Context: an optimization exercise on an open-source flow, tuned for small area. The choices shown serve that exercise and are no tape-out recipe. Only simulation tests tie the RTL to the original design; equivalence was not proved. Power is estimated from default activity; no workload was simulated.

==> inputs of 12-17 <==
==> flow/design.v <==
module pipe_stage #(
    parameter DATA_WD = 32
)(
    input                       clk,
    input                       rst_n,
    input       [DATA_WD-1:0]   din,
    output reg  [DATA_WD-1:0]   dout,
    input                       pre_valid,
    output                      cur_ready,
    output reg                  cur_valid,
    input                       nxt_ready
);
    assign cur_ready = ~cur_valid | nxt_ready;
    always @(posedge clk)
        if (cur_ready)
            dout <= din;
    always @(posedge clk)
        if (~rst_n)
            cur_valid <= 1'b0;
        else if (cur_ready)
            cur_valid <= pre_valid;
endmodule
`timescale 1ns / 1ps
module axi_stream_insert_header_pipe #(
    parameter   DATA_WD = 32,
    parameter   DATA_BYTE_WD = DATA_WD/8,
    parameter   BYTE_CNT_WD = $clog2(DATA_BYTE_WD)
)
(
        input                       clk,
        input                       rst_n,
        input                       valid_in,
        input   [DATA_WD-1:0]       data_in,
        input   [DATA_BYTE_WD-1:0]  keep_in,
        input                       last_in,
        output                      ready_in,
        output                      valid_out,
        output  [DATA_WD-1:0]       data_out,
        output  [DATA_BYTE_WD-1:0]  keep_out,
        output                      last_out,
        input                       ready_out,
        input                       valid_insert,
        input   [DATA_WD-1:0]       data_insert,
        input   [DATA_BYTE_WD-1:0]  keep_insert,
        input   [BYTE_CNT_WD-1:0]   byte_insert_cnt,
        output                      ready_insert
    );
    localparam DW = DATA_WD + DATA_BYTE_WD + 1;
    localparam HW = DATA_WD + DATA_BYTE_WD;
    reg [7:0] cnt_in, cnt_insert, cnt_out;
    wire out_hi  = |cnt_out[7:2];
    wire hdr_sel = ~out_hi & (cnt_out[1:0] <= byte_insert_cnt);
    wire hdr_lt  = ~out_hi & (cnt_out[1:0] <  byte_insert_cnt);
    wire in_hi   = |cnt_in[7:2];
    wire ins_hi  = |cnt_insert[7:2];
    wire in_lt2  = ~in_hi & ~cnt_in[1];
    wire in_lt3  = ~in_hi & ~(cnt_in[1] & cnt_in[0]);
    wire ins_lt1 = ~ins_hi & ~cnt_insert[1] & ~cnt_insert[0];
    wire ins_lt2 = ~ins_hi & ~cnt_insert[1];
    wire [DW-1:0] d1, d2, d3;
    wire v1, v2, v3, r1, r2, r3;
    wire rdy_nxt = in_lt2 | (~hdr_sel & ready_out);
    pipe_stage #(.DATA_WD(DW)) data_st1 (.clk(clk), .rst_n(rst_n),
        .din({data_in, keep_in, last_in}), .dout(d1),
        .pre_valid(valid_in), .cur_ready(r1), .cur_valid(v1), .nxt_ready(r2));
    pipe_stage #(.DATA_WD(DW)) data_st2 (.clk(clk), .rst_n(rst_n),
        .din(d1), .dout(d2),
        .pre_valid(v1), .cur_ready(r2), .cur_valid(v2), .nxt_ready(r3));
    pipe_stage #(.DATA_WD(DW)) data_st3 (.clk(clk), .rst_n(rst_n),
        .din(d2), .dout(d3),
        .pre_valid(v2), .cur_ready(r3), .cur_valid(v3), .nxt_ready(rdy_nxt));
    wire [HW-1:0] h1, h2;
    wire hv1, hv2, hr1, hr2;
    wire hrdy_nxt = ins_lt1 | (hdr_sel & ready_out);
    pipe_stage #(.DATA_WD(HW)) head_st1 (.clk(clk), .rst_n(rst_n),
        .din({data_insert, keep_insert}), .dout(h1),
        .pre_valid(valid_insert), .cur_ready(hr1), .cur_valid(hv1), .nxt_ready(hr2));
    pipe_stage #(.DATA_WD(HW)) head_st2 (.clk(clk), .rst_n(rst_n),
        .din(h1), .dout(h2),
        .pre_valid(hv1), .cur_ready(hr2), .cur_valid(hv2), .nxt_ready(hrdy_nxt));
    assign ready_insert = rst_n & (ins_lt2 | (hdr_lt & hr1));
    assign ready_in     = rst_n & (in_lt3 | (~hdr_lt & r1));
    assign data_out  = hdr_sel ? h2[HW-1:DATA_BYTE_WD] : d3[DW-1:DATA_BYTE_WD+1];
    assign keep_out  = hdr_sel ? h2[DATA_BYTE_WD-1:0]  : d3[DATA_BYTE_WD:1];
    assign last_out  = ~hdr_sel & d3[0] & v3;
    assign valid_out = hdr_sel ? hv2 : v3;
    always @(posedge clk)
        if (~rst_n)                  cnt_out <= 8'd0;
        else if (valid_out & ready_out) cnt_out <= cnt_out + 8'd1;
    always @(posedge clk)
        if (~rst_n)                  cnt_insert <= 8'd0;
        else if (valid_insert & ready_insert) cnt_insert <= cnt_insert + 8'd1;
    always @(posedge clk)
        if (~rst_n)                  cnt_in <= 8'd0;
        else if (valid_in & ready_in) cnt_in <= cnt_in + 8'd1;
endmodule
==> flow/run.sh <==
#!/bin/bash
# synth_recipe.tcl (not shown) runs the flow's synth.tcl, then flattens the netlist and writes it again
# the make line also repeats each setting of config.mk as NAME=value (left out here)
make -C /OpenROAD-flow-scripts/flow DESIGN_CONFIG=/design/flow/config.mk WORK_HOME=/design/flow/orfs CLKGATE_MAP_FILE= SYNTH_SCRIPT=/design/flow/synth_recipe.tcl finish
==> flow/config.mk <==
export PLATFORM = sky130hd
export DESIGN_NAME = axi_stream_insert_header_pipe
export DESIGN_NICKNAME = axi_stream_insert_header_pipe
export VERILOG_FILES = /design/flow/design.v
export SDC_FILE = /design/flow/constraint.sdc
export NUM_CORES = 4
export LEC_CHECK = 0
export CAP_MARGIN = 20
export CORE_MARGIN = 2
export CORE_UTILIZATION = 40
export SLEW_MARGIN = 20
==> flow/constraint.sdc <==
create_clock -name core_clock -period 6.0 [get_ports {clk}]
set_input_delay 1.2000 -clock core_clock [delete_from_list [all_inputs] [get_ports {clk}]]
set_output_delay 1.2000 -clock core_clock [all_outputs]
set_load 0.01 [all_outputs]
==> 04-12 (differences from 12-17) <==
==> flow/flow/run.sh (new file) <==
#!/bin/bash
# Standard ORFS layout, except that port buffers use the smallest buffer cell.
set -euo pipefail
export BUFFER_PORTS_ARGS="-buffer_cell sky130_fd_sc_hd__buf_1"
bash standard.sh > standard_flow.log 2>&1
==> flow/standard.sh (new file) <==
#!/bin/bash
# synth_recipe.tcl (not shown) runs the flow's synth.tcl, then flattens the netlist and writes it again
# the make line also repeats each setting of config.mk as NAME=value (left out here)
make -C /OpenROAD-flow-scripts/flow DESIGN_CONFIG=/design/flow/config.mk WORK_HOME=/design/flow/orfs CLKGATE_MAP_FILE= SYNTH_SCRIPT=/design/flow/synth_recipe.tcl "${@:-finish}"
removed: flow/run.sh
==> 08-04 (differences from 12-17) <==
--- a/flow/design.v
+++ b/flow/design.v
@@ -86,11 +86,20 @@
     assign valid_out = hdr_sel ? hv2 : v3;
-    always @(posedge clk)
-        if (~rst_n)                  cnt_out <= 8'd0;
-        else if (valid_out & ready_out) cnt_out <= cnt_out + 8'd1;
-    always @(posedge clk)
-        if (~rst_n)                  cnt_insert <= 8'd0;
-        else if (valid_insert & ready_insert) cnt_insert <= cnt_insert + 8'd1;
-    always @(posedge clk)
-        if (~rst_n)                  cnt_in <= 8'd0;
-        else if (valid_in & ready_in) cnt_in <= cnt_in + 8'd1;
+    wire fire_out = valid_out & ready_out;
+    wire fire_ins = valid_insert & ready_insert;
+    wire fire_in  = valid_in & ready_in;
+    wire [8:0] t_out, t_ins, t_in;
+    assign t_out[0] = fire_out;
+    assign t_ins[0] = fire_ins;
+    assign t_in[0]  = fire_in;
+    genvar i;
+    generate for (i = 0; i < 8; i = i + 1) begin : g_cnt
+        assign t_out[i+1] = t_out[i] & cnt_out[i];
+        assign t_ins[i+1] = t_ins[i] & cnt_insert[i];
+        assign t_in[i+1]  = t_in[i]  & cnt_in[i];
+        always @(posedge clk) begin
+            cnt_out[i]    <= rst_n & (cnt_out[i]    ^ t_out[i]);
+            cnt_insert[i] <= rst_n & (cnt_insert[i] ^ t_ins[i]);
+            cnt_in[i]     <= rst_n & (cnt_in[i]     ^ t_in[i]);
+        end
+    end endgenerate
 endmodule
==> flow/flow/run.sh (new file) <==
#!/bin/bash
# Standard ORFS layout with these changes:
#  - after the standard synthesis, the combinational logic (everything but the
#    flip-flops, which keep their names and cells) is re-mapped by ABC for area
#    (flow/area.abc);
#  - each net that drives 30 or more cell inputs gets one buf_4
#    (flow/fanout_buf.py) instead of leaving the repair to upsize its driver;
#  - port buffers use the smallest buffer cell;
#  - clock tree synthesis uses the arguments in flow/cts_args.
set -euo pipefail
export BUFFER_PORTS_ARGS="-buffer_cell sky130_fd_sc_hd__buf_1"
export CTS_ARGS="$(cat flow/cts_args)"
export PRE_GLOBAL_PLACE_TCL="$PWD/flow/pre_gpl.tcl"
R=orfs/results/${FLOW_PLATFORM}/axi_stream_insert_header_pipe/base
LIB=${FLOW_HOME}/platforms/${FLOW_PLATFORM}/lib/sky130_fd_sc_hd__tt_025C_1v80.lib
YOSYS=${FLOW_HOME}/../tools/install/yosys/bin/yosys

bash standard.sh synth > standard_synth.log 2>&1
cp $R/1_2_yosys.v std_synth.v

DONT_USE=""
for c in $(sed -n '/^export DONT_USE_CELLS/,/^#/p' ${FLOW_HOME}/platforms/${FLOW_PLATFORM}/config.mk | grep -o 'sky130_fd_sc_hd__[a-z0-9_]*'); do
  DONT_USE="$DONT_USE -dont_use $c"
done
FLOPS=$(grep -oE '^ *sky130_fd_sc_hd__[a-z0-9_]+' std_synth.v | sort -u | grep -E '__(e|s|se)?df' | tr '\n' ' ')

cat > resyn.ys <<EOY
read_liberty -ignore_miss_func $LIB
blackbox $FLOPS
read_verilog std_synth.v
hierarchy -top ${FLOW_TOP}
flatten
opt_clean -purge
stat -liberty $LIB
abc -liberty $LIB -script flow/area.abc $DONT_USE
opt_clean -purge
setundef -zero
hilomap -singleton -hicell sky130_fd_sc_hd__conb_1 HI -locell sky130_fd_sc_hd__conb_1 LO
splitnets
opt_clean -purge
insbuf -buf sky130_fd_sc_hd__buf_1 A X
opt_clean -purge
rename -hide w:*.*
stat -liberty $LIB
write_verilog -noattr -noexpr -nohex -nodec resyn.v
EOY
$YOSYS -l resyn.log -q resyn.ys > /dev/null 2>&1

python3 flow/fanout_buf.py resyn.v resyn_fb.v 30 sky130_fd_sc_hd__buf_2 > fanout_buf.log 2>&1
cp resyn_fb.v $R/1_2_yosys.v
rm -f $R/1_synth.odb $R/1_synth.sdc
bash standard.sh > standard_flow.log 2>&1
==> flow/flow/area.abc (new file) <==
strash
dch -f
amap
topo
==> flow/flow/cts_args (new file) <==
-sink_clustering_enable -repair_clock_nets -dont_use_dummy_load -buf_list sky130_fd_sc_hd__clkbuf_4 -sink_clustering_size 12 -sink_clustering_max_diameter 50
==> flow/flow/fanout_buf.py (new file) <==
#!/usr/bin/env python3
"""Give each high-fanout net of a Yosys cell netlist one buffer.

usage: fanout_buf.py IN.v OUT.v MIN_FANOUT BUF_CELL

Every net (except the clock) driven by a cell output and read by at least
MIN_FANOUT cell inputs gets a BUF_CELL that drives all of those inputs; the
original net keeps its driver and any module port it is connected to."""
import re
import sys

src, dst, min_fo, buf = sys.argv[1], sys.argv[2], int(sys.argv[3]), sys.argv[4]
text = open(src).read()
OUT_PINS = {"X", "Y", "Q", "Q_N", "HI", "LO"}
inst_re = re.compile(r"^(\s*)(sky130_fd_sc_hd__\w+)\s+(\S+)\s*\((.*?)\);", re.S | re.M)
pin_re = re.compile(r"\.(\w+)\(\s*([^()]*?)\s*\)")

driven, loads = set(), {}
for m in inst_re.finditer(text):
    for pin, net in pin_re.findall(m.group(4)):
        if pin in OUT_PINS:
            driven.add(net)
        else:
            loads[net] = loads.get(net, 0) + 1

targets = sorted(n for n, c in loads.items() if c >= min_fo and n in driven and n != "clk")
newname = {n: f"_fanout_{i}_" for i, n in enumerate(targets)}


def fix(m):
    body = pin_re.sub(
        lambda p: f".{p.group(1)}({newname[p.group(2)]})"
        if p.group(1) not in OUT_PINS and p.group(2) in newname else p.group(0),
        m.group(4))
    return f"{m.group(1)}{m.group(2)} {m.group(3)} ({body});"


text = inst_re.sub(fix, text)
decl = "".join(f"  wire {w};\n" for w in newname.values())
cells = "".join(
    f"  {buf} _fanout_buf_{i}_ (\n    .A({n}),\n    .X({newname[n]})\n  );\n"
    for i, n in enumerate(targets))
text = text.replace("endmodule", decl + cells + "endmodule", 1)
open(dst, "w").write(text)
print(f"buffered {len(targets)} nets: " + " ".join(f"{n}({loads[n]})" for n in targets))
==> flow/flow/pre_gpl.tcl (new file) <==
# Keep the fanout buffers that flow/fanout_buf.py added to the netlist:
# timing-driven global placement would otherwise remove them as synthesis
# buffers before its own repair.
foreach inst [get_cells _fanout_buf_*] {
  set_dont_touch $inst
}
==> flow/standard.sh (new file) <==
#!/bin/bash
# synth_recipe.tcl (not shown) runs the flow's synth.tcl, then flattens the netlist and writes it again
# the make line also repeats each setting of config.mk as NAME=value (left out here)
make -C /OpenROAD-flow-scripts/flow DESIGN_CONFIG=/design/flow/config.mk WORK_HOME=/design/flow/orfs CLKGATE_MAP_FILE= SYNTH_SCRIPT=/design/flow/synth_recipe.tcl "${@:-finish}"
--- a/flow/config.mk
+++ b/flow/config.mk
@@ -9,3 +9,3 @@
 export CORE_MARGIN = 2
-export CORE_UTILIZATION = 40
+export CORE_UTILIZATION = 65
 export SLEW_MARGIN = 20
removed: flow/run.sh
==> summary of the runs <==
In 04-12 the maximum frequency is higher than in 08-04, by 16%.
Of 08-04 and 04-12, 04-12 has the higher worst setup slack (gap 760 ps).
Of 04-12 and 08-04, 08-04 has the higher global-route usage (gap 7.9 points).
Final area: 12-17 > 04-12 > 08-04.
Synthesized area: 12-17 is higher than 08-04 (7.8%).
Against 04-12, the combinational power of 08-04 is smaller by about 40%.
The highest register-to-register slack belongs to 04-12, the lowest to 08-04.
Sequential share of layout area: 08-04 > 04-12 > 12-17.
Flip-flop and latch count is the same in 04-12 and 12-17.
Of 12-17 and 04-12, 12-17 has the higher core utilization (gap 2.8 points).

re-timing with driven ports:
In the flow no input, the clock included, has a driving cell. The finished layouts below were timed again as built, in two steps. Step 1: set_driving_cell puts a clkbuf_16 on clk and a buf_2 on each other input, an assumption about the parent block. Step 2 also shifts input and output timing later by t, the mid clock arrival at the registers, as if the neighbouring blocks saw the same clock. Slacks: ideal ports / drivers / drivers and shift; pairs: ideal ports / drivers.
run	t (ns)	slack for setup (ns)	worst hold slack (ns)	worst slew at a driven data input, ns	cell pins on the clock port's net
12-17	0.528	0.901 / 0.875 / 0.875	0.412 / 0.412 / 0.412	0.08	1
04-12	0.538	1.221 / 1.200 / 1.200	0.405 / 0.405 / 0.405	0.06	1
08-04	0.605	0.465 / 0.438 / 0.313	0.419 / 0.419 / 0.419	0.04	1
After both steps every run listed still meets setup and hold. For 08-04, which loses most, drivers alone change the setup slack by -0.027 ns; drivers and shift together by -0.152 ns.
